Source: an optimization exercise on an open RTL-to-GDS flow (aim: small area, a short achievable clock period and few clock cycles per item). Production flows keep margins and buffers that such runs may drop. Only the layout flow was run in this run; the RTL was not checked for function there. No activity file was given, so power comes from the tool's default toggle rates.

$ cat design/flow/flow/run.sh
#!/bin/bash
# Own layout flow: the standard layout (standard.sh), with two changes:
#  - the port buffers that buffer_ports inserts are of the cell named in flow/knobs
#    (PORT_BUF) instead of the default pick;
#  - repair_timing aims for the setup margin named in flow/knobs (SETUP_MARGIN).
# Each make run writes its full output to a log file in this folder; ORFS's own
# per-step logs stay under orfs/logs/.
set -euo pipefail
source flow/knobs
bash standard.sh \
  "BUFFER_PORTS_ARGS=-buffer_cell $PORT_BUF" \
  "SETUP_SLACK_MARGIN=$SETUP_MARGIN" \
  finish > make_finish.log 2>&1
$ cat design/flow/flow/knobs
PORT_BUF=sky130_fd_sc_hd__buf_2
SETUP_MARGIN=6.5
$ cat design/flow/standard.sh
#!/bin/bash
# synth_recipe.tcl (not shown) runs the flow's synth.tcl, then flattens the netlist and writes it again
# the make line also repeats each setting of config.mk as NAME=value (left out here)
make -C /OpenROAD-flow-scripts/flow DESIGN_CONFIG=/design/flow/config.mk WORK_HOME=/design/flow/orfs CLKGATE_MAP_FILE= SYNTH_SCRIPT=/design/flow/synth_recipe.tcl "${@:-finish}"
$ cat design/flow/config.mk
export PLATFORM = sky130hd
export DESIGN_NAME = CompMul
export DESIGN_NICKNAME = CompMul
export VERILOG_FILES = /design/flow/design.v
export SDC_FILE = /design/flow/constraint.sdc
export NUM_CORES = 4
export LEC_CHECK = 0
export CAP_MARGIN = 20
export CORE_MARGIN = 2
export CORE_UTILIZATION = 40
export CTS_BUF_LIST = sky130_fd_sc_hd__clkbuf_4 sky130_fd_sc_hd__clkbuf_8
export SLEW_MARGIN = 20
export SYNTH_HIERARCHICAL = 1
export SYNTH_MINIMUM_KEEP_SIZE = 0
$ cat design/flow/constraint.sdc
create_clock -name core_clock -period 10.0 [get_ports {clk}]
set_input_delay 2.0000 -clock core_clock [delete_from_list [all_inputs] [get_ports {clk}]]
set_output_delay 2.0000 -clock core_clock [all_outputs]
set_load 0.01 [all_outputs]
$ cat design/flow/design.v
module CompMul(
	input [31:0] Multiplicand_input,
	input [31:0] Multiplier_input,
	input run,
	input rst,
	input clk,
	output ready,
	output [63:0] Product_output
	);
	reg [31:0] Mn;        
	reg [31:0] PL;        
	reg [31:0] S;         
	reg [31:0] C;         
	reg [7:0] LC;        
	reg CF;               
	reg [7:0] BBn;       
	reg [7:0] BBp;       
	reg iter, fin, done;
	reg [1:0] cnt;
	wire idle = ~(iter | fin | done);
	assign ready = done;
	assign Product_output = {S, PL};
	wire [9:0] lo_sum2 = {1'b0, PL[31:24], 1'b1} + {1'b0, LC, CF};
	wire [8:0] lo_sum = lo_sum2[9:1];
	wire lo_cout = lo_sum[8];
	wire [40:0] fin_sum2 = {S, PL[31:24], 1'b1} + {C, LC, CF};
	wire [31:0] hi_sum = fin_sum2[40:9];
	wire [7:0] fin_lo = fin_sum2[8:1];
	wire [31:0] pp0 = {~Mn[31:16] & {16{BBp[0]}}, ~(Mn[15:0] | {16{BBn[0]}})};
	wire [31:0] pp1 = {~Mn[31:16] & {16{BBp[1]}}, ~(Mn[15:0] | {16{BBn[1]}})};
	wire [31:0] pp2 = {~Mn[31:16] & {16{BBp[2]}}, ~(Mn[15:0] | {16{BBn[2]}})};
	wire [31:0] pp3 = {~Mn[31:16] & {16{BBp[3]}}, ~(Mn[15:0] | {16{BBn[3]}})};
	wire [31:0] pp4 = {~Mn[31:16] & {16{BBp[4]}}, ~(Mn[15:0] | {16{BBn[4]}})};
	wire [31:0] pp5 = {~Mn[31:16] & {16{BBp[5]}}, ~(Mn[15:0] | {16{BBn[5]}})};
	wire [31:0] pp6 = {~Mn[31:16] & {16{BBp[6]}}, ~(Mn[15:0] | {16{BBn[6]}})};
	wire [31:0] pp7 = {~Mn[31:16] & {16{BBp[7]}}, ~(Mn[15:0] | {16{BBn[7]}})};
	wire hs0, hc0;
	HA u_hs0 (.a(C[7]), .b(S[7]), .s(hs0), .co(hc0));
	wire fs0, fc0;
	FA u_fs0 (.a(C[8]), .b(S[8]), .c(pp0[8]), .s(fs0), .co(fc0));
	wire fs1, fc1;
	FA u_fs1 (.a(C[9]), .b(S[9]), .c(pp0[9]), .s(fs1), .co(fc1));
	wire fs2, fc2;
	FA u_fs2 (.a(C[10]), .b(S[10]), .c(pp0[10]), .s(fs2), .co(fc2));
	wire fs3, fc3;
	FA u_fs3 (.a(C[11]), .b(S[11]), .c(pp0[11]), .s(fs3), .co(fc3));
	wire fs4, fc4;
	FA u_fs4 (.a(C[12]), .b(S[12]), .c(pp0[12]), .s(fs4), .co(fc4));
	wire fs5, fc5;
	FA u_fs5 (.a(C[13]), .b(S[13]), .c(pp0[13]), .s(fs5), .co(fc5));
	wire fs6, fc6;
	FA u_fs6 (.a(C[14]), .b(S[14]), .c(pp0[14]), .s(fs6), .co(fc6));
	wire fs7, fc7;
	FA u_fs7 (.a(C[15]), .b(S[15]), .c(pp0[15]), .s(fs7), .co(fc7));
	wire fs8, fc8;
	FA u_fs8 (.a(C[16]), .b(S[16]), .c(pp0[16]), .s(fs8), .co(fc8));
	wire fs9, fc9;
	FA u_fs9 (.a(C[17]), .b(S[17]), .c(pp0[17]), .s(fs9), .co(fc9));
	wire fs10, fc10;
	FA u_fs10 (.a(C[18]), .b(S[18]), .c(pp0[18]), .s(fs10), .co(fc10));
	wire fs11, fc11;
	FA u_fs11 (.a(C[19]), .b(S[19]), .c(pp0[19]), .s(fs11), .co(fc11));
	wire fs12, fc12;
	FA u_fs12 (.a(C[20]), .b(S[20]), .c(pp0[20]), .s(fs12), .co(fc12));
	wire fs13, fc13;
	FA u_fs13 (.a(C[21]), .b(S[21]), .c(pp0[21]), .s(fs13), .co(fc13));
	wire fs14, fc14;
	FA u_fs14 (.a(C[22]), .b(S[22]), .c(pp0[22]), .s(fs14), .co(fc14));
	wire fs15, fc15;
	FA u_fs15 (.a(C[23]), .b(S[23]), .c(pp0[23]), .s(fs15), .co(fc15));
	wire fs16, fc16;
	FA u_fs16 (.a(C[24]), .b(S[24]), .c(pp0[24]), .s(fs16), .co(fc16));
	wire fs17, fc17;
	FA u_fs17 (.a(C[25]), .b(S[25]), .c(pp0[25]), .s(fs17), .co(fc17));
	wire fs18, fc18;
	FA u_fs18 (.a(C[26]), .b(S[26]), .c(pp0[26]), .s(fs18), .co(fc18));
	wire fs19, fc19;
	FA u_fs19 (.a(C[27]), .b(S[27]), .c(pp0[27]), .s(fs19), .co(fc19));
	wire fs20, fc20;
	FA u_fs20 (.a(C[28]), .b(S[28]), .c(pp0[28]), .s(fs20), .co(fc20));
	wire fs21, fc21;
	FA u_fs21 (.a(C[29]), .b(S[29]), .c(pp0[29]), .s(fs21), .co(fc21));
	wire fs22, fc22;
	FA u_fs22 (.a(C[30]), .b(S[30]), .c(pp0[30]), .s(fs22), .co(fc22));
	wire fs23, fc23;
	FA u_fs23 (.a(C[31]), .b(S[31]), .c(pp0[31]), .s(fs23), .co(fc23));
	wire hs1, hc1;
	HA u_hs1 (.a(C[4]), .b(S[4]), .s(hs1), .co(hc1));
	wire fs24, fc24;
	FA u_fs24 (.a(C[5]), .b(S[5]), .c(pp0[5]), .s(fs24), .co(fc24));
	wire hs2, hc2;
	HA u_hs2 (.a(pp1[4]), .b(pp2[3]), .s(hs2), .co(hc2));
	wire fs25, fc25;
	FA u_fs25 (.a(C[6]), .b(S[6]), .c(pp0[6]), .s(fs25), .co(fc25));
	wire fs26, fc26;
	FA u_fs26 (.a(pp1[5]), .b(pp2[4]), .c(pp3[3]), .s(fs26), .co(fc26));
	wire hs3, hc3;
	HA u_hs3 (.a(pp4[2]), .b(pp5[1]), .s(hs3), .co(hc3));
	wire fs27, fc27;
	FA u_fs27 (.a(hs0), .b(pp0[7]), .c(pp1[6]), .s(fs27), .co(fc27));
	wire fs28, fc28;
	FA u_fs28 (.a(pp2[5]), .b(pp3[4]), .c(pp4[3]), .s(fs28), .co(fc28));
	wire fs29, fc29;
	FA u_fs29 (.a(pp5[2]), .b(pp6[1]), .c(pp7[0]), .s(fs29), .co(fc29));
	wire fs30, fc30;
	FA u_fs30 (.a(hc0), .b(pp1[7]), .c(pp2[6]), .s(fs30), .co(fc30));
	wire fs31, fc31;
	FA u_fs31 (.a(pp3[5]), .b(pp4[4]), .c(pp5[3]), .s(fs31), .co(fc31));
	wire fs32, fc32;
	FA u_fs32 (.a(pp6[2]), .b(pp7[1]), .c(fs0), .s(fs32), .co(fc32));
	wire fs33, fc33;
	FA u_fs33 (.a(pp1[8]), .b(pp2[7]), .c(pp3[6]), .s(fs33), .co(fc33));
	wire fs34, fc34;
	FA u_fs34 (.a(pp4[5]), .b(pp5[4]), .c(pp6[3]), .s(fs34), .co(fc34));
	wire fs35, fc35;
	FA u_fs35 (.a(pp7[2]), .b(fc0), .c(fs1), .s(fs35), .co(fc35));
	wire fs36, fc36;
	FA u_fs36 (.a(pp1[9]), .b(pp2[8]), .c(pp3[7]), .s(fs36), .co(fc36));
	wire fs37, fc37;
	FA u_fs37 (.a(pp4[6]), .b(pp5[5]), .c(pp6[4]), .s(fs37), .co(fc37));
	wire fs38, fc38;
	FA u_fs38 (.a(pp7[3]), .b(fc1), .c(fs2), .s(fs38), .co(fc38));
	wire fs39, fc39;
	FA u_fs39 (.a(pp1[10]), .b(pp2[9]), .c(pp3[8]), .s(fs39), .co(fc39));
	wire fs40, fc40;
	FA u_fs40 (.a(pp4[7]), .b(pp5[6]), .c(pp6[5]), .s(fs40), .co(fc40));
	wire fs41, fc41;
	FA u_fs41 (.a(pp7[4]), .b(fc2), .c(fs3), .s(fs41), .co(fc41));
	wire fs42, fc42;
	FA u_fs42 (.a(pp1[11]), .b(pp2[10]), .c(pp3[9]), .s(fs42), .co(fc42));
	wire fs43, fc43;
	FA u_fs43 (.a(pp4[8]), .b(pp5[7]), .c(pp6[6]), .s(fs43), .co(fc43));
	wire fs44, fc44;
	FA u_fs44 (.a(pp7[5]), .b(fc3), .c(fs4), .s(fs44), .co(fc44));
	wire fs45, fc45;
	FA u_fs45 (.a(pp1[12]), .b(pp2[11]), .c(pp3[10]), .s(fs45), .co(fc45));
	wire fs46, fc46;
	FA u_fs46 (.a(pp4[9]), .b(pp5[8]), .c(pp6[7]), .s(fs46), .co(fc46));
	wire fs47, fc47;
	FA u_fs47 (.a(pp7[6]), .b(fc4), .c(fs5), .s(fs47), .co(fc47));
	wire fs48, fc48;
	FA u_fs48 (.a(pp1[13]), .b(pp2[12]), .c(pp3[11]), .s(fs48), .co(fc48));
	wire fs49, fc49;
	FA u_fs49 (.a(pp4[10]), .b(pp5[9]), .c(pp6[8]), .s(fs49), .co(fc49));
	wire fs50, fc50;
	FA u_fs50 (.a(pp7[7]), .b(fc5), .c(fs6), .s(fs50), .co(fc50));
	wire fs51, fc51;
	FA u_fs51 (.a(pp1[14]), .b(pp2[13]), .c(pp3[12]), .s(fs51), .co(fc51));
	wire fs52, fc52;
	FA u_fs52 (.a(pp4[11]), .b(pp5[10]), .c(pp6[9]), .s(fs52), .co(fc52));
	wire fs53, fc53;
	FA u_fs53 (.a(pp7[8]), .b(fc6), .c(fs7), .s(fs53), .co(fc53));
	wire fs54, fc54;
	FA u_fs54 (.a(pp1[15]), .b(pp2[14]), .c(pp3[13]), .s(fs54), .co(fc54));
	wire fs55, fc55;
	FA u_fs55 (.a(pp4[12]), .b(pp5[11]), .c(pp6[10]), .s(fs55), .co(fc55));
	wire fs56, fc56;
	FA u_fs56 (.a(pp7[9]), .b(fc7), .c(fs8), .s(fs56), .co(fc56));
	wire fs57, fc57;
	FA u_fs57 (.a(pp1[16]), .b(pp2[15]), .c(pp3[14]), .s(fs57), .co(fc57));
	wire fs58, fc58;
	FA u_fs58 (.a(pp4[13]), .b(pp5[12]), .c(pp6[11]), .s(fs58), .co(fc58));
	wire fs59, fc59;
	FA u_fs59 (.a(pp7[10]), .b(fc8), .c(fs9), .s(fs59), .co(fc59));
	wire fs60, fc60;
	FA u_fs60 (.a(pp1[17]), .b(pp2[16]), .c(pp3[15]), .s(fs60), .co(fc60));
	wire fs61, fc61;
	FA u_fs61 (.a(pp4[14]), .b(pp5[13]), .c(pp6[12]), .s(fs61), .co(fc61));
	wire fs62, fc62;
	FA u_fs62 (.a(pp7[11]), .b(fc9), .c(fs10), .s(fs62), .co(fc62));
	wire fs63, fc63;
	FA u_fs63 (.a(pp1[18]), .b(pp2[17]), .c(pp3[16]), .s(fs63), .co(fc63));
	wire fs64, fc64;
	FA u_fs64 (.a(pp4[15]), .b(pp5[14]), .c(pp6[13]), .s(fs64), .co(fc64));
	wire fs65, fc65;
	FA u_fs65 (.a(pp7[12]), .b(fc10), .c(fs11), .s(fs65), .co(fc65));
	wire fs66, fc66;
	FA u_fs66 (.a(pp1[19]), .b(pp2[18]), .c(pp3[17]), .s(fs66), .co(fc66));
	wire fs67, fc67;
	FA u_fs67 (.a(pp4[16]), .b(pp5[15]), .c(pp6[14]), .s(fs67), .co(fc67));
	wire fs68, fc68;
	FA u_fs68 (.a(pp7[13]), .b(fc11), .c(fs12), .s(fs68), .co(fc68));
	wire fs69, fc69;
	FA u_fs69 (.a(pp1[20]), .b(pp2[19]), .c(pp3[18]), .s(fs69), .co(fc69));
	wire fs70, fc70;
	FA u_fs70 (.a(pp4[17]), .b(pp5[16]), .c(pp6[15]), .s(fs70), .co(fc70));
	wire fs71, fc71;
	FA u_fs71 (.a(pp7[14]), .b(fc12), .c(fs13), .s(fs71), .co(fc71));
	wire fs72, fc72;
	FA u_fs72 (.a(pp1[21]), .b(pp2[20]), .c(pp3[19]), .s(fs72), .co(fc72));
	wire fs73, fc73;
	FA u_fs73 (.a(pp4[18]), .b(pp5[17]), .c(pp6[16]), .s(fs73), .co(fc73));
	wire fs74, fc74;
	FA u_fs74 (.a(pp7[15]), .b(fc13), .c(fs14), .s(fs74), .co(fc74));
	wire fs75, fc75;
	FA u_fs75 (.a(pp1[22]), .b(pp2[21]), .c(pp3[20]), .s(fs75), .co(fc75));
	wire fs76, fc76;
	FA u_fs76 (.a(pp4[19]), .b(pp5[18]), .c(pp6[17]), .s(fs76), .co(fc76));
	wire fs77, fc77;
	FA u_fs77 (.a(pp7[16]), .b(fc14), .c(fs15), .s(fs77), .co(fc77));
	wire fs78, fc78;
	FA u_fs78 (.a(pp1[23]), .b(pp2[22]), .c(pp3[21]), .s(fs78), .co(fc78));
	wire fs79, fc79;
	FA u_fs79 (.a(pp4[20]), .b(pp5[19]), .c(pp6[18]), .s(fs79), .co(fc79));
	wire fs80, fc80;
	FA u_fs80 (.a(pp7[17]), .b(fc15), .c(fs16), .s(fs80), .co(fc80));
	wire fs81, fc81;
	FA u_fs81 (.a(pp1[24]), .b(pp2[23]), .c(pp3[22]), .s(fs81), .co(fc81));
	wire fs82, fc82;
	FA u_fs82 (.a(pp4[21]), .b(pp5[20]), .c(pp6[19]), .s(fs82), .co(fc82));
	wire fs83, fc83;
	FA u_fs83 (.a(pp7[18]), .b(fc16), .c(fs17), .s(fs83), .co(fc83));
	wire fs84, fc84;
	FA u_fs84 (.a(pp1[25]), .b(pp2[24]), .c(pp3[23]), .s(fs84), .co(fc84));
	wire fs85, fc85;
	FA u_fs85 (.a(pp4[22]), .b(pp5[21]), .c(pp6[20]), .s(fs85), .co(fc85));
	wire fs86, fc86;
	FA u_fs86 (.a(pp7[19]), .b(fc17), .c(fs18), .s(fs86), .co(fc86));
	wire fs87, fc87;
	FA u_fs87 (.a(pp1[26]), .b(pp2[25]), .c(pp3[24]), .s(fs87), .co(fc87));
	wire fs88, fc88;
	FA u_fs88 (.a(pp4[23]), .b(pp5[22]), .c(pp6[21]), .s(fs88), .co(fc88));
	wire fs89, fc89;
	FA u_fs89 (.a(pp7[20]), .b(fc18), .c(fs19), .s(fs89), .co(fc89));
	wire fs90, fc90;
	FA u_fs90 (.a(pp1[27]), .b(pp2[26]), .c(pp3[25]), .s(fs90), .co(fc90));
	wire fs91, fc91;
	FA u_fs91 (.a(pp4[24]), .b(pp5[23]), .c(pp6[22]), .s(fs91), .co(fc91));
	wire fs92, fc92;
	FA u_fs92 (.a(pp7[21]), .b(fc19), .c(fs20), .s(fs92), .co(fc92));
	wire fs93, fc93;
	FA u_fs93 (.a(pp1[28]), .b(pp2[27]), .c(pp3[26]), .s(fs93), .co(fc93));
	wire fs94, fc94;
	FA u_fs94 (.a(pp4[25]), .b(pp5[24]), .c(pp6[23]), .s(fs94), .co(fc94));
	wire fs95, fc95;
	FA u_fs95 (.a(pp7[22]), .b(fc20), .c(fs21), .s(fs95), .co(fc95));
	wire fs96, fc96;
	FA u_fs96 (.a(pp1[29]), .b(pp2[28]), .c(pp3[27]), .s(fs96), .co(fc96));
	wire fs97, fc97;
	FA u_fs97 (.a(pp4[26]), .b(pp5[25]), .c(pp6[24]), .s(fs97), .co(fc97));
	wire fs98, fc98;
	FA u_fs98 (.a(pp7[23]), .b(fc21), .c(fs22), .s(fs98), .co(fc98));
	wire fs99, fc99;
	FA u_fs99 (.a(pp1[30]), .b(pp2[29]), .c(pp3[28]), .s(fs99), .co(fc99));
	wire fs100, fc100;
	FA u_fs100 (.a(pp4[27]), .b(pp5[26]), .c(pp6[25]), .s(fs100), .co(fc100));
	wire fs101, fc101;
	FA u_fs101 (.a(pp7[24]), .b(fc22), .c(fs23), .s(fs101), .co(fc101));
	wire fs102, fc102;
	FA u_fs102 (.a(pp1[31]), .b(pp2[30]), .c(pp3[29]), .s(fs102), .co(fc102));
	wire fs103, fc103;
	FA u_fs103 (.a(pp4[28]), .b(pp5[27]), .c(pp6[26]), .s(fs103), .co(fc103));
	wire hs4, hc4;
	HA u_hs4 (.a(pp7[25]), .b(fc23), .s(hs4), .co(hc4));
	wire fs104, fc104;
	FA u_fs104 (.a(pp2[31]), .b(pp3[30]), .c(pp4[29]), .s(fs104), .co(fc104));
	wire hs5, hc5;
	HA u_hs5 (.a(pp5[28]), .b(pp6[27]), .s(hs5), .co(hc5));
	wire hs6, hc6;
	HA u_hs6 (.a(pp3[31]), .b(pp4[30]), .s(hs6), .co(hc6));
	wire hs7, hc7;
	HA u_hs7 (.a(C[2]), .b(S[2]), .s(hs7), .co(hc7));
	wire fs105, fc105;
	FA u_fs105 (.a(C[3]), .b(S[3]), .c(pp0[3]), .s(fs105), .co(fc105));
	wire hs8, hc8;
	HA u_hs8 (.a(pp1[2]), .b(pp2[1]), .s(hs8), .co(hc8));
	wire fs106, fc106;
	FA u_fs106 (.a(hs1), .b(pp0[4]), .c(pp1[3]), .s(fs106), .co(fc106));
	wire fs107, fc107;
	FA u_fs107 (.a(pp2[2]), .b(pp3[1]), .c(pp4[0]), .s(fs107), .co(fc107));
	wire fs108, fc108;
	FA u_fs108 (.a(hc1), .b(pp3[2]), .c(pp4[1]), .s(fs108), .co(fc108));
	wire fs109, fc109;
	FA u_fs109 (.a(pp5[0]), .b(hs2), .c(fs24), .s(fs109), .co(fc109));
	wire fs110, fc110;
	FA u_fs110 (.a(pp6[0]), .b(hc2), .c(hs3), .s(fs110), .co(fc110));
	wire fs111, fc111;
	FA u_fs111 (.a(fc24), .b(fs25), .c(fs26), .s(fs111), .co(fc111));
	wire fs112, fc112;
	FA u_fs112 (.a(hc3), .b(fc25), .c(fc26), .s(fs112), .co(fc112));
	wire fs113, fc113;
	FA u_fs113 (.a(fs27), .b(fs28), .c(fs29), .s(fs113), .co(fc113));
	wire fs114, fc114;
	FA u_fs114 (.a(fc27), .b(fc28), .c(fc29), .s(fs114), .co(fc114));
	wire fs115, fc115;
	FA u_fs115 (.a(fs30), .b(fs31), .c(fs32), .s(fs115), .co(fc115));
	wire fs116, fc116;
	FA u_fs116 (.a(fc30), .b(fc31), .c(fs33), .s(fs116), .co(fc116));
	wire fs117, fc117;
	FA u_fs117 (.a(fs34), .b(fc32), .c(fs35), .s(fs117), .co(fc117));
	wire fs118, fc118;
	FA u_fs118 (.a(fc33), .b(fc34), .c(fs36), .s(fs118), .co(fc118));
	wire fs119, fc119;
	FA u_fs119 (.a(fs37), .b(fc35), .c(fs38), .s(fs119), .co(fc119));
	wire fs120, fc120;
	FA u_fs120 (.a(fc36), .b(fc37), .c(fs39), .s(fs120), .co(fc120));
	wire fs121, fc121;
	FA u_fs121 (.a(fs40), .b(fc38), .c(fs41), .s(fs121), .co(fc121));
	wire fs122, fc122;
	FA u_fs122 (.a(fc39), .b(fc40), .c(fs42), .s(fs122), .co(fc122));
	wire fs123, fc123;
	FA u_fs123 (.a(fs43), .b(fc41), .c(fs44), .s(fs123), .co(fc123));
	wire fs124, fc124;
	FA u_fs124 (.a(fc42), .b(fc43), .c(fs45), .s(fs124), .co(fc124));
	wire fs125, fc125;
	FA u_fs125 (.a(fs46), .b(fc44), .c(fs47), .s(fs125), .co(fc125));
	wire fs126, fc126;
	FA u_fs126 (.a(fc45), .b(fc46), .c(fs48), .s(fs126), .co(fc126));
	wire fs127, fc127;
	FA u_fs127 (.a(fs49), .b(fc47), .c(fs50), .s(fs127), .co(fc127));
	wire fs128, fc128;
	FA u_fs128 (.a(fc48), .b(fc49), .c(fs51), .s(fs128), .co(fc128));
	wire fs129, fc129;
	FA u_fs129 (.a(fs52), .b(fc50), .c(fs53), .s(fs129), .co(fc129));
	wire fs130, fc130;
	FA u_fs130 (.a(fc51), .b(fc52), .c(fs54), .s(fs130), .co(fc130));
	wire fs131, fc131;
	FA u_fs131 (.a(fs55), .b(fc53), .c(fs56), .s(fs131), .co(fc131));
	wire fs132, fc132;
	FA u_fs132 (.a(fc54), .b(fc55), .c(fs57), .s(fs132), .co(fc132));
	wire fs133, fc133;
	FA u_fs133 (.a(fs58), .b(fc56), .c(fs59), .s(fs133), .co(fc133));
	wire fs134, fc134;
	FA u_fs134 (.a(fc57), .b(fc58), .c(fs60), .s(fs134), .co(fc134));
	wire fs135, fc135;
	FA u_fs135 (.a(fs61), .b(fc59), .c(fs62), .s(fs135), .co(fc135));
	wire fs136, fc136;
	FA u_fs136 (.a(fc60), .b(fc61), .c(fs63), .s(fs136), .co(fc136));
	wire fs137, fc137;
	FA u_fs137 (.a(fs64), .b(fc62), .c(fs65), .s(fs137), .co(fc137));
	wire fs138, fc138;
	FA u_fs138 (.a(fc63), .b(fc64), .c(fs66), .s(fs138), .co(fc138));
	wire fs139, fc139;
	FA u_fs139 (.a(fs67), .b(fc65), .c(fs68), .s(fs139), .co(fc139));
	wire fs140, fc140;
	FA u_fs140 (.a(fc66), .b(fc67), .c(fs69), .s(fs140), .co(fc140));
	wire fs141, fc141;
	FA u_fs141 (.a(fs70), .b(fc68), .c(fs71), .s(fs141), .co(fc141));
	wire fs142, fc142;
	FA u_fs142 (.a(fc69), .b(fc70), .c(fs72), .s(fs142), .co(fc142));
	wire fs143, fc143;
	FA u_fs143 (.a(fs73), .b(fc71), .c(fs74), .s(fs143), .co(fc143));
	wire fs144, fc144;
	FA u_fs144 (.a(fc72), .b(fc73), .c(fs75), .s(fs144), .co(fc144));
	wire fs145, fc145;
	FA u_fs145 (.a(fs76), .b(fc74), .c(fs77), .s(fs145), .co(fc145));
	wire fs146, fc146;
	FA u_fs146 (.a(fc75), .b(fc76), .c(fs78), .s(fs146), .co(fc146));
	wire fs147, fc147;
	FA u_fs147 (.a(fs79), .b(fc77), .c(fs80), .s(fs147), .co(fc147));
	wire fs148, fc148;
	FA u_fs148 (.a(fc78), .b(fc79), .c(fs81), .s(fs148), .co(fc148));
	wire fs149, fc149;
	FA u_fs149 (.a(fs82), .b(fc80), .c(fs83), .s(fs149), .co(fc149));
	wire fs150, fc150;
	FA u_fs150 (.a(fc81), .b(fc82), .c(fs84), .s(fs150), .co(fc150));
	wire fs151, fc151;
	FA u_fs151 (.a(fs85), .b(fc83), .c(fs86), .s(fs151), .co(fc151));
	wire fs152, fc152;
	FA u_fs152 (.a(fc84), .b(fc85), .c(fs87), .s(fs152), .co(fc152));
	wire fs153, fc153;
	FA u_fs153 (.a(fs88), .b(fc86), .c(fs89), .s(fs153), .co(fc153));
	wire fs154, fc154;
	FA u_fs154 (.a(fc87), .b(fc88), .c(fs90), .s(fs154), .co(fc154));
	wire fs155, fc155;
	FA u_fs155 (.a(fs91), .b(fc89), .c(fs92), .s(fs155), .co(fc155));
	wire fs156, fc156;
	FA u_fs156 (.a(fc90), .b(fc91), .c(fs93), .s(fs156), .co(fc156));
	wire fs157, fc157;
	FA u_fs157 (.a(fs94), .b(fc92), .c(fs95), .s(fs157), .co(fc157));
	wire fs158, fc158;
	FA u_fs158 (.a(fc93), .b(fc94), .c(fs96), .s(fs158), .co(fc158));
	wire fs159, fc159;
	FA u_fs159 (.a(fs97), .b(fc95), .c(fs98), .s(fs159), .co(fc159));
	wire fs160, fc160;
	FA u_fs160 (.a(fc96), .b(fc97), .c(fs100), .s(fs160), .co(fc160));
	wire fs161, fc161;
	FA u_fs161 (.a(fs99), .b(fc98), .c(fs101), .s(fs161), .co(fc161));
	wire fs162, fc162;
	FA u_fs162 (.a(fc100), .b(fc99), .c(fs102), .s(fs162), .co(fc162));
	wire fs163, fc163;
	FA u_fs163 (.a(fs103), .b(hs4), .c(fc101), .s(fs163), .co(fc163));
	wire fs164, fc164;
	FA u_fs164 (.a(pp7[26]), .b(hs5), .c(fc102), .s(fs164), .co(fc164));
	wire fs165, fc165;
	FA u_fs165 (.a(fc103), .b(fs104), .c(hc4), .s(fs165), .co(fc165));
	wire fs166, fc166;
	FA u_fs166 (.a(pp5[29]), .b(pp6[28]), .c(pp7[27]), .s(fs166), .co(fc166));
	wire fs167, fc167;
	FA u_fs167 (.a(hc5), .b(hs6), .c(fc104), .s(fs167), .co(fc167));
	wire fs168, fc168;
	FA u_fs168 (.a(pp4[31]), .b(pp5[30]), .c(pp6[29]), .s(fs168), .co(fc168));
	wire hs9, hc9;
	HA u_hs9 (.a(pp7[28]), .b(hc6), .s(hs9), .co(hc9));
	wire hs10, hc10;
	HA u_hs10 (.a(pp5[31]), .b(pp6[30]), .s(hs10), .co(hc10));
	wire hs11, hc11;
	HA u_hs11 (.a(C[1]), .b(S[1]), .s(hs11), .co(hc11));
	wire fs169, fc169;
	FA u_fs169 (.a(hs7), .b(pp0[2]), .c(pp1[1]), .s(fs169), .co(fc169));
	wire fs170, fc170;
	FA u_fs170 (.a(hc7), .b(pp3[0]), .c(hs8), .s(fs170), .co(fc170));
	wire fs171, fc171;
	FA u_fs171 (.a(hc8), .b(fc105), .c(fs106), .s(fs171), .co(fc171));
	wire fs172, fc172;
	FA u_fs172 (.a(fc106), .b(fc107), .c(fs108), .s(fs172), .co(fc172));
	wire fs173, fc173;
	FA u_fs173 (.a(fc108), .b(fs110), .c(fc109), .s(fs173), .co(fc173));
	wire fs174, fc174;
	FA u_fs174 (.a(fc110), .b(fc111), .c(fs112), .s(fs174), .co(fc174));
	wire fs175, fc175;
	FA u_fs175 (.a(fc112), .b(fc113), .c(fs114), .s(fs175), .co(fc175));
	wire fs176, fc176;
	FA u_fs176 (.a(fc114), .b(fs116), .c(fc115), .s(fs176), .co(fc176));
	wire fs177, fc177;
	FA u_fs177 (.a(fc116), .b(fs118), .c(fc117), .s(fs177), .co(fc177));
	wire fs178, fc178;
	FA u_fs178 (.a(fc118), .b(fs120), .c(fc119), .s(fs178), .co(fc178));
	wire fs179, fc179;
	FA u_fs179 (.a(fc120), .b(fs122), .c(fc121), .s(fs179), .co(fc179));
	wire fs180, fc180;
	FA u_fs180 (.a(fc122), .b(fs124), .c(fc123), .s(fs180), .co(fc180));
	wire fs181, fc181;
	FA u_fs181 (.a(fc124), .b(fs126), .c(fc125), .s(fs181), .co(fc181));
	wire fs182, fc182;
	FA u_fs182 (.a(fc126), .b(fs128), .c(fc127), .s(fs182), .co(fc182));
	wire fs183, fc183;
	FA u_fs183 (.a(fc128), .b(fs130), .c(fc129), .s(fs183), .co(fc183));
	wire fs184, fc184;
	FA u_fs184 (.a(fc130), .b(fs132), .c(fc131), .s(fs184), .co(fc184));
	wire fs185, fc185;
	FA u_fs185 (.a(fc132), .b(fs134), .c(fc133), .s(fs185), .co(fc185));
	wire fs186, fc186;
	FA u_fs186 (.a(fc134), .b(fs136), .c(fc135), .s(fs186), .co(fc186));
	wire fs187, fc187;
	FA u_fs187 (.a(fc136), .b(fs138), .c(fc137), .s(fs187), .co(fc187));
	wire fs188, fc188;
	FA u_fs188 (.a(fc138), .b(fs140), .c(fc139), .s(fs188), .co(fc188));
	wire fs189, fc189;
	FA u_fs189 (.a(fc140), .b(fs142), .c(fc141), .s(fs189), .co(fc189));
	wire fs190, fc190;
	FA u_fs190 (.a(fc142), .b(fs144), .c(fc143), .s(fs190), .co(fc190));
	wire fs191, fc191;
	FA u_fs191 (.a(fc144), .b(fs146), .c(fc145), .s(fs191), .co(fc191));
	wire fs192, fc192;
	FA u_fs192 (.a(fc146), .b(fs148), .c(fc147), .s(fs192), .co(fc192));
	wire fs193, fc193;
	FA u_fs193 (.a(fc148), .b(fs150), .c(fc149), .s(fs193), .co(fc193));
	wire fs194, fc194;
	FA u_fs194 (.a(fc150), .b(fs152), .c(fc151), .s(fs194), .co(fc194));
	wire fs195, fc195;
	FA u_fs195 (.a(fc152), .b(fs154), .c(fc153), .s(fs195), .co(fc195));
	wire fs196, fc196;
	FA u_fs196 (.a(fc154), .b(fs156), .c(fc155), .s(fs196), .co(fc196));
	wire fs197, fc197;
	FA u_fs197 (.a(fc156), .b(fs158), .c(fc157), .s(fs197), .co(fc197));
	wire fs198, fc198;
	FA u_fs198 (.a(fc158), .b(fs160), .c(fc159), .s(fs198), .co(fc198));
	wire fs199, fc199;
	FA u_fs199 (.a(fc160), .b(fs162), .c(fc161), .s(fs199), .co(fc199));
	wire fs200, fc200;
	FA u_fs200 (.a(fc162), .b(fs164), .c(fs165), .s(fs200), .co(fc200));
	wire fs201, fc201;
	FA u_fs201 (.a(fs166), .b(fc164), .c(fs167), .s(fs201), .co(fc201));
	wire fs202, fc202;
	FA u_fs202 (.a(fc166), .b(fs168), .c(hs9), .s(fs202), .co(fc202));
	wire fs203, fc203;
	FA u_fs203 (.a(pp7[29]), .b(hs10), .c(fc168), .s(fs203), .co(fc203));
	wire hs12, hc12;
	HA u_hs12 (.a(pp6[31]), .b(pp7[30]), .s(hs12), .co(hc12));
	wire hs13, hc13;
	HA u_hs13 (.a(C[0]), .b(S[0]), .s(hs13), .co(hc13));
	wire fs204, fc204;
	FA u_fs204 (.a(hs11), .b(pp0[1]), .c(pp1[0]), .s(fs204), .co(fc204));
	wire fs205, fc205;
	FA u_fs205 (.a(hc11), .b(pp2[0]), .c(fs169), .s(fs205), .co(fc205));
	wire fs206, fc206;
	FA u_fs206 (.a(fc169), .b(fs105), .c(fs170), .s(fs206), .co(fc206));
	wire fs207, fc207;
	FA u_fs207 (.a(fs107), .b(fc170), .c(fs171), .s(fs207), .co(fc207));
	wire fs208, fc208;
	FA u_fs208 (.a(fc171), .b(fs109), .c(fs172), .s(fs208), .co(fc208));
	wire fs209, fc209;
	FA u_fs209 (.a(fc172), .b(fs111), .c(fs173), .s(fs209), .co(fc209));
	wire fs210, fc210;
	FA u_fs210 (.a(fs113), .b(fc173), .c(fs174), .s(fs210), .co(fc210));
	wire fs211, fc211;
	FA u_fs211 (.a(fc174), .b(fs115), .c(fs175), .s(fs211), .co(fc211));
	wire fs212, fc212;
	FA u_fs212 (.a(fc175), .b(fs117), .c(fs176), .s(fs212), .co(fc212));
	wire fs213, fc213;
	FA u_fs213 (.a(fs119), .b(fc176), .c(fs177), .s(fs213), .co(fc213));
	wire fs214, fc214;
	FA u_fs214 (.a(fs121), .b(fc177), .c(fs178), .s(fs214), .co(fc214));
	wire fs215, fc215;
	FA u_fs215 (.a(fs123), .b(fc178), .c(fs179), .s(fs215), .co(fc215));
	wire fs216, fc216;
	FA u_fs216 (.a(fs125), .b(fc179), .c(fs180), .s(fs216), .co(fc216));
	wire fs217, fc217;
	FA u_fs217 (.a(fs127), .b(fc180), .c(fs181), .s(fs217), .co(fc217));
	wire fs218, fc218;
	FA u_fs218 (.a(fs129), .b(fc181), .c(fs182), .s(fs218), .co(fc218));
	wire fs219, fc219;
	FA u_fs219 (.a(fs131), .b(fc182), .c(fs183), .s(fs219), .co(fc219));
	wire fs220, fc220;
	FA u_fs220 (.a(fs133), .b(fc183), .c(fs184), .s(fs220), .co(fc220));
	wire fs221, fc221;
	FA u_fs221 (.a(fs135), .b(fc184), .c(fs185), .s(fs221), .co(fc221));
	wire fs222, fc222;
	FA u_fs222 (.a(fs137), .b(fc185), .c(fs186), .s(fs222), .co(fc222));
	wire fs223, fc223;
	FA u_fs223 (.a(fs139), .b(fc186), .c(fs187), .s(fs223), .co(fc223));
	wire fs224, fc224;
	FA u_fs224 (.a(fs141), .b(fc187), .c(fs188), .s(fs224), .co(fc224));
	wire fs225, fc225;
	FA u_fs225 (.a(fs143), .b(fc188), .c(fs189), .s(fs225), .co(fc225));
	wire fs226, fc226;
	FA u_fs226 (.a(fs145), .b(fc189), .c(fs190), .s(fs226), .co(fc226));
	wire fs227, fc227;
	FA u_fs227 (.a(fs147), .b(fc190), .c(fs191), .s(fs227), .co(fc227));
	wire fs228, fc228;
	FA u_fs228 (.a(fs149), .b(fc191), .c(fs192), .s(fs228), .co(fc228));
	wire fs229, fc229;
	FA u_fs229 (.a(fs151), .b(fc192), .c(fs193), .s(fs229), .co(fc229));
	wire fs230, fc230;
	FA u_fs230 (.a(fs153), .b(fc193), .c(fs194), .s(fs230), .co(fc230));
	wire fs231, fc231;
	FA u_fs231 (.a(fs155), .b(fc194), .c(fs195), .s(fs231), .co(fc231));
	wire fs232, fc232;
	FA u_fs232 (.a(fs157), .b(fc195), .c(fs196), .s(fs232), .co(fc232));
	wire fs233, fc233;
	FA u_fs233 (.a(fs159), .b(fc196), .c(fs197), .s(fs233), .co(fc233));
	wire fs234, fc234;
	FA u_fs234 (.a(fs161), .b(fc197), .c(fs198), .s(fs234), .co(fc234));
	wire fs235, fc235;
	FA u_fs235 (.a(fs163), .b(fc198), .c(fs199), .s(fs235), .co(fc235));
	wire fs236, fc236;
	FA u_fs236 (.a(fc163), .b(fs200), .c(fc199), .s(fs236), .co(fc236));
	wire fs237, fc237;
	FA u_fs237 (.a(fc165), .b(fs201), .c(fc200), .s(fs237), .co(fc237));
	wire fs238, fc238;
	FA u_fs238 (.a(fc167), .b(fs202), .c(fc201), .s(fs238), .co(fc238));
	wire fs239, fc239;
	FA u_fs239 (.a(hc9), .b(fs203), .c(fc202), .s(fs239), .co(fc239));
	wire fs240, fc240;
	FA u_fs240 (.a(hc10), .b(hs12), .c(fc203), .s(fs240), .co(fc240));
	wire hs14, hc14;
	HA u_hs14 (.a(pp7[31]), .b(hc12), .s(hs14), .co(hc14));
	wire [39:0] TS = {hc14, fc240, fc239, fc238, fc237, fc236, fc235, fc234, fc233, fc232, fc231, fc230, fc229, fc228, fc227, fc226, fc225, fc224, fc223, fc222, fc221, fc220, fc219, fc218, fc217, fc216, fc215, fc214, fc213, fc212, fc211, fc210, fc209, fc208, fc207, fc206, fc205, fc204, hc13, hs13};
	wire [39:0] TC = {1'b0, hs14, fs240, fs239, fs238, fs237, fs236, fs235, fs234, fs233, fs232, fs231, fs230, fs229, fs228, fs227, fs226, fs225, fs224, fs223, fs222, fs221, fs220, fs219, fs218, fs217, fs216, fs215, fs214, fs213, fs212, fs211, fs210, fs209, fs208, fs207, fs206, fs205, fs204, pp0[0]};
	always @(posedge clk or posedge rst) begin
		if (rst) begin
			iter <= 1'b0;
			fin <= 1'b0;
			done <= 1'b0;
			cnt <= 2'd0;
		end else begin
			if (idle) begin
				if (run) iter <= 1'b1;
				cnt <= 2'd0;
			end else if (iter) begin
				cnt <= cnt + 2'd1;
				if (cnt == 2'd3) begin
					iter <= 1'b0;
					fin <= 1'b1;
				end
			end else if (fin) begin
				fin <= 1'b0;
				done <= 1'b1;
			end
		end
	end
	always @(posedge clk) begin
		Mn <= ~Multiplicand_input;
		BBn <= idle ? ~Multiplier_input[7:0] : ~PL[15:8];
		BBp <= idle ? Multiplier_input[7:0] : PL[15:8];
		if (iter) begin
			S <= TS[39:8];
			C <= TC[39:8];
			LC <= TC[7:0];
			CF <= lo_cout;
			PL <= {TS[7:0], lo_sum[7:0], PL[23:8]};
		end else if (idle) begin
			S <= 32'd0;
			C <= 32'd0;
			LC <= 8'd0;
			CF <= 1'b0;
			PL <= Multiplier_input;
		end else begin
			S <= hi_sum;
			C <= 32'd0;
			LC <= 8'd0;
			CF <= 1'b0;
			PL[31:24] <= fin_lo;
		end
	end
endmodule
module FA(input a, input b, input c, output s, output co);
	assign s = a ^ b ^ c;
	assign co = (a & b) | (a & c) | (b & c);
endmodule
module HA(input a, input b, output s, output co);
	assign s = a ^ b;
	assign co = a & b;
endmodule
==> impl_metrics.toml <==
[run_status]
status = "no timing/DRC/antenna violations"

[detailed_routing]
vias = 9356
via_per_inst = 5.189
ant_nets = 0
wl_um = 34970
drc = 0
avgRoutedWirePerCell_um = 19.40
drt_iter0_markers = 524
first_pass_iters = 5

[yosys]
synth_edf_count = 24
ys.warnings.count = 7
synth_top_cell_by_area = "fa_1"
synth_ff_type = "dfxtp_1"
synth_largest_type_area_fraction_pct = 35.90
syn_nets = 1620
seq_area_frac_synth_pct = 25.25
ys_ff_latch = 157
yosys-top-cells-area = "fa_1 36%, dfxtp_1 19%, nor2b_1 6.1%, edfxtp_1 5.3%, ha_1 5.1%"
syn_area_um2 = 13500
postSynthCellCount = 1256
ys_types = 69
synth.avg_cell_area_um2 = 10.74
async_flop_share_pct = 3.185

[power_and_ir_drop]
switching_share_pct = 43.16
power_frac_comb_pct = 48.8
p_leak_nw = 6.722
power_density_nw_per_um2 = 177.9
peakVddDrop_mv = 0.08719
power.switching_w = 0.001145
intPower_w = 0.001508
clockPowerShare_pct = 18.6
p_seq_share_pct = 32.6

[critical_path]
r2r_cells = 8
cp_max_fo = 7
r2r_end = "C[9]"
crit_required_ns = 10.38
r2r-start = "BBp[0]"
worst-r2r-setup-slack_ns = 6.61
critPathKind = "reg -> reg"
worstPathArrival_ns = 3.78
cp-start-kind = "register"
worstSetupEndpointType = "register"

[clock_network]
clk_pin_slew_worst_paths_ns = 0.10
ctsLongestPathBuffers = 2
clock_sink_count = 157
cts_made_buffers = 17
cts_tree = "yes"
clk_latency_ns = 0.49
root_buffer = "clkbuf_8"
htreeDepth = 4

[worst_hold_path]
min_from = "cnt[0]"
holdPathStages = 1
min_to = "cnt[0]"
min_path_type = "reg -> reg"

[sta]
maxSlewViolCount = 0
period_minus_slack_ns = 3.393
whs_ns = 0.5025
tightestPinTransition_ns = 1.053
finalSetupViolations = 0
setup_tns_ns = 0
fmax_mhz = 294.7
relSlewSlack_pct = 29.79
rsz0062_at_grt = "false"
period_share_pct = 33.93
hold_viol = 0
clock_skew_ns = 0.02570

[die]
rows = 67
fp.dieH_um = 187.7
die_x_um = 187.7
io_pins = 132
start_util_pct = 40.45
core_um2 = 33360
fp.dieArea_um2 = 35220

[global_routing]
grt_max_degree = 60
grt_util_met1_pct = 27.16
grt_pass1_wl_um = 55410
met3_usage_pct = 3.481
grt_busiest_layer = "met2"
grtUsageTotal_pct = 20.40
grt_pass1_vias = 10089
antenna_found_initial = 0
overflow = 0
met2_usage_pct = 34.63

[job]
max_cap_viol_count = 0

[placement]
dp_hpwl_um = 27090
port_buffers = 131
routabilityCongestion = 0.8565

[cells_and_area]
nets = 1706
antenna_cells = 0
drive_above_1_share_pct = 17.27
fillCellCount = 3232
area_delta_synth_final_pct = 10.46
kinds of logic after synthesis:
family                     share of synthesized area, %
and+or+nand+nor                                   15.69
adders and majority gates                         41.00
AOI/OAI and AO/OA                                 8.993
DFF                                               25.25
buffers and inverters                             3.644
muxes                                             3.124
xor gates and xnor gates                          2.272
other                                           0.02779
placed cells by master, fill, tap and decap left out, drive strengths merged, types with 3 or more instances in the layout:
cell type / synthesis / final
dfxtp: 128 / 128
o21bai: 6 / 6
and4: 3 / 3
o211ai: 4 / 4
inv: 57 / 65
nor2: 146 / 146
fa: 242 / 242
a211oi: 3 / 3
mux2i: 14 / 14
clkbuf: 52 / 17
xor2: 15 / 15
xnor2: 20 / 20
a21boi: 4 / 4
and2: 41 / 41
nor2b: 131 / 131
buf: 18 / 137
dfrtp: 5 / 5
edfxtp: 24 / 24
nand3: 12 / 12
o21a: 4 / 4
ha: 55 / 55
clkinv: 0 / 7
mux2: 25 / 25
nand4: 6 / 6
nor3: 5 / 5
o31ai: 6 / 6
a22o: 3 / 3
o21ai: 53 / 53
a21oi: 47 / 47
and3: 6 / 6
nand2: 64 / 64
a21o: 23 / 23
a31oi: 5 / 5
flip-flops by register name, indices dropped and copies added, names as in the netlist:
register / cells
BBp: 8
BBn: 8
S: 32
LC: 8
CF: 1
cnt: 2
Mn: 32
done: 1
fin: 1
C: 31
iter: 1
PL: 32
metrics by stage:
step	power [W]	cells	setup slack (ns)	cell area, um2	util (%)
floorplan	0.001714	1256	6.696	13500	-
global placement	0.002157	1768	6.341	14460	43.34
detailed placement	0.002184	1768	6.309	14460	43.34
CTS	0.002680	1800	6.505	14870	44.57
global route	0.002886	1803	6.501	14910	44.68
finish	0.002652	1803	6.607	14910	44.68
synthesized netlist by cell type, types with 3 or more instances:
library cell    n
fa_1          242
nor2_1        146
nor2b_1       131
dfxtp_1       128
nand2_1        64
inv_1          57
ha_1           55
clkbuf_1       52
a21oi_1        45
and2_1         41
o21ai_0        40
mux2_2         25
edfxtp_1       24
a21o_1         23
xnor2_1        20
xor2_1         15
mux2i_1        14
buf_1          13
nand3_1        10
o21ai_1        10
nand4_1         6
o21bai_1        6
o31ai_1         6
a31oi_1         5
and3_1          5
dfrtp_1         5
nor3_1          5
o21a_1          4
a21boi_0        3
a22o_1          3
buf_2           3
o211ai_1        3
o21ai_2         3
per-module statistics from Yosys (local to each module, per instance):
module	flops+latches	copies in the design
FA	0	241
HA	0	15
CompMul	157	1
layer usage:
layer / part of all wire [%] / vias to the layer above
met1: 44 / 4830
met4: 1.7 / 0
met2: 50 / 230
li1: - / 4254
met3: 4.3 / 42
met5: 0 / -
worst max path at each step:
stage | start | end | slack, ns | cells after the start
3_3_place_gp | BBp[0] | S[15] | 6.34 | 10
2_1_floorplan | BBn[0] | C[2] | 6.70 | 9
5_1_grt | BBp[0] | S[15] | 6.50 | 10
4_1_cts | BBn[6] | S[15] | 6.50 | 9
3_5_place_dp | BBp[0] | S[15] | 6.31 | 10
6_report | BBp[0] | C[9] | 6.61 | 8
worst max-delay path: stages, from the launching register on:
cell     delay, ns
dfxtp_4       0.42
buf_2         0.21
nor2b_1       0.25
fa_1          0.48
fa_1          0.47
fa_1          0.39
fa_1          0.51
fa_1          0.41
and2_1        0.16
timing repair:
item                       4_1_cts  5_1_grt
setup buffers                    0        3
setup endpoints to repair        4        1
hold buffers                     0        0
gates resized for setup          2       13
area by class of cell:
| type | count | area [um2] | area share (%) |
|---|---|---|---|
| Multi-Input combinational cell | 972 | 9598 | 64.39 |
| Sequential cell | 157 | 3431 | 23.01 |
| Timing Repair Buffer | 137 | 698.2 | 4.684 |
| Tap cell | 448 | 560.5 | 3.760 |
| Clock buffer | 17 | 234.0 | 1.570 |
| Inverter | 57 | 214.0 | 1.435 |
| Clock inverter | 15 | 171.4 | 1.150 |
power groups by stage:
stage / Sequential [W] / Clock [W] / Combinational, W
final: 0.000864 / 0.000493 / 0.00130
after global placement: 0.000880 / 0 / 0.00128
after floorplan: 0.000850 / 0 / 0.000864
after global routing: 0.000876 / 0.000533 / 0.00148
after detailed placement: 0.000878 / 0 / 0.00131
after CTS: 0.000864 / 0.000506 / 0.00131

==> re-timing with driven ports <==
How much do the figures lean on ideal ports? The routed layout below was timed once more, with nothing changed but the port constraints. Step 1, drivers: a clkbuf_16 drives clk and a buf_2 each remaining input, both assumed. Step 2, shift: input delay + t, output delay - t, t = (earliest + latest rising clock arrival at the registers) / 2. This alone moves slack from input paths to output paths. Slacks: ideal ports / drivers / drivers and shift; pairs: ideal ports / drivers.
t, ns: 0.520
setup slack, ns: 6.607 / 6.607 / 6.607
worst slew at a driven data input, ns: 0.05
After both steps this run still meets setup and hold. For this run, drivers alone change the setup slack by 0.000 ns; drivers and shift together by 0.000 ns.
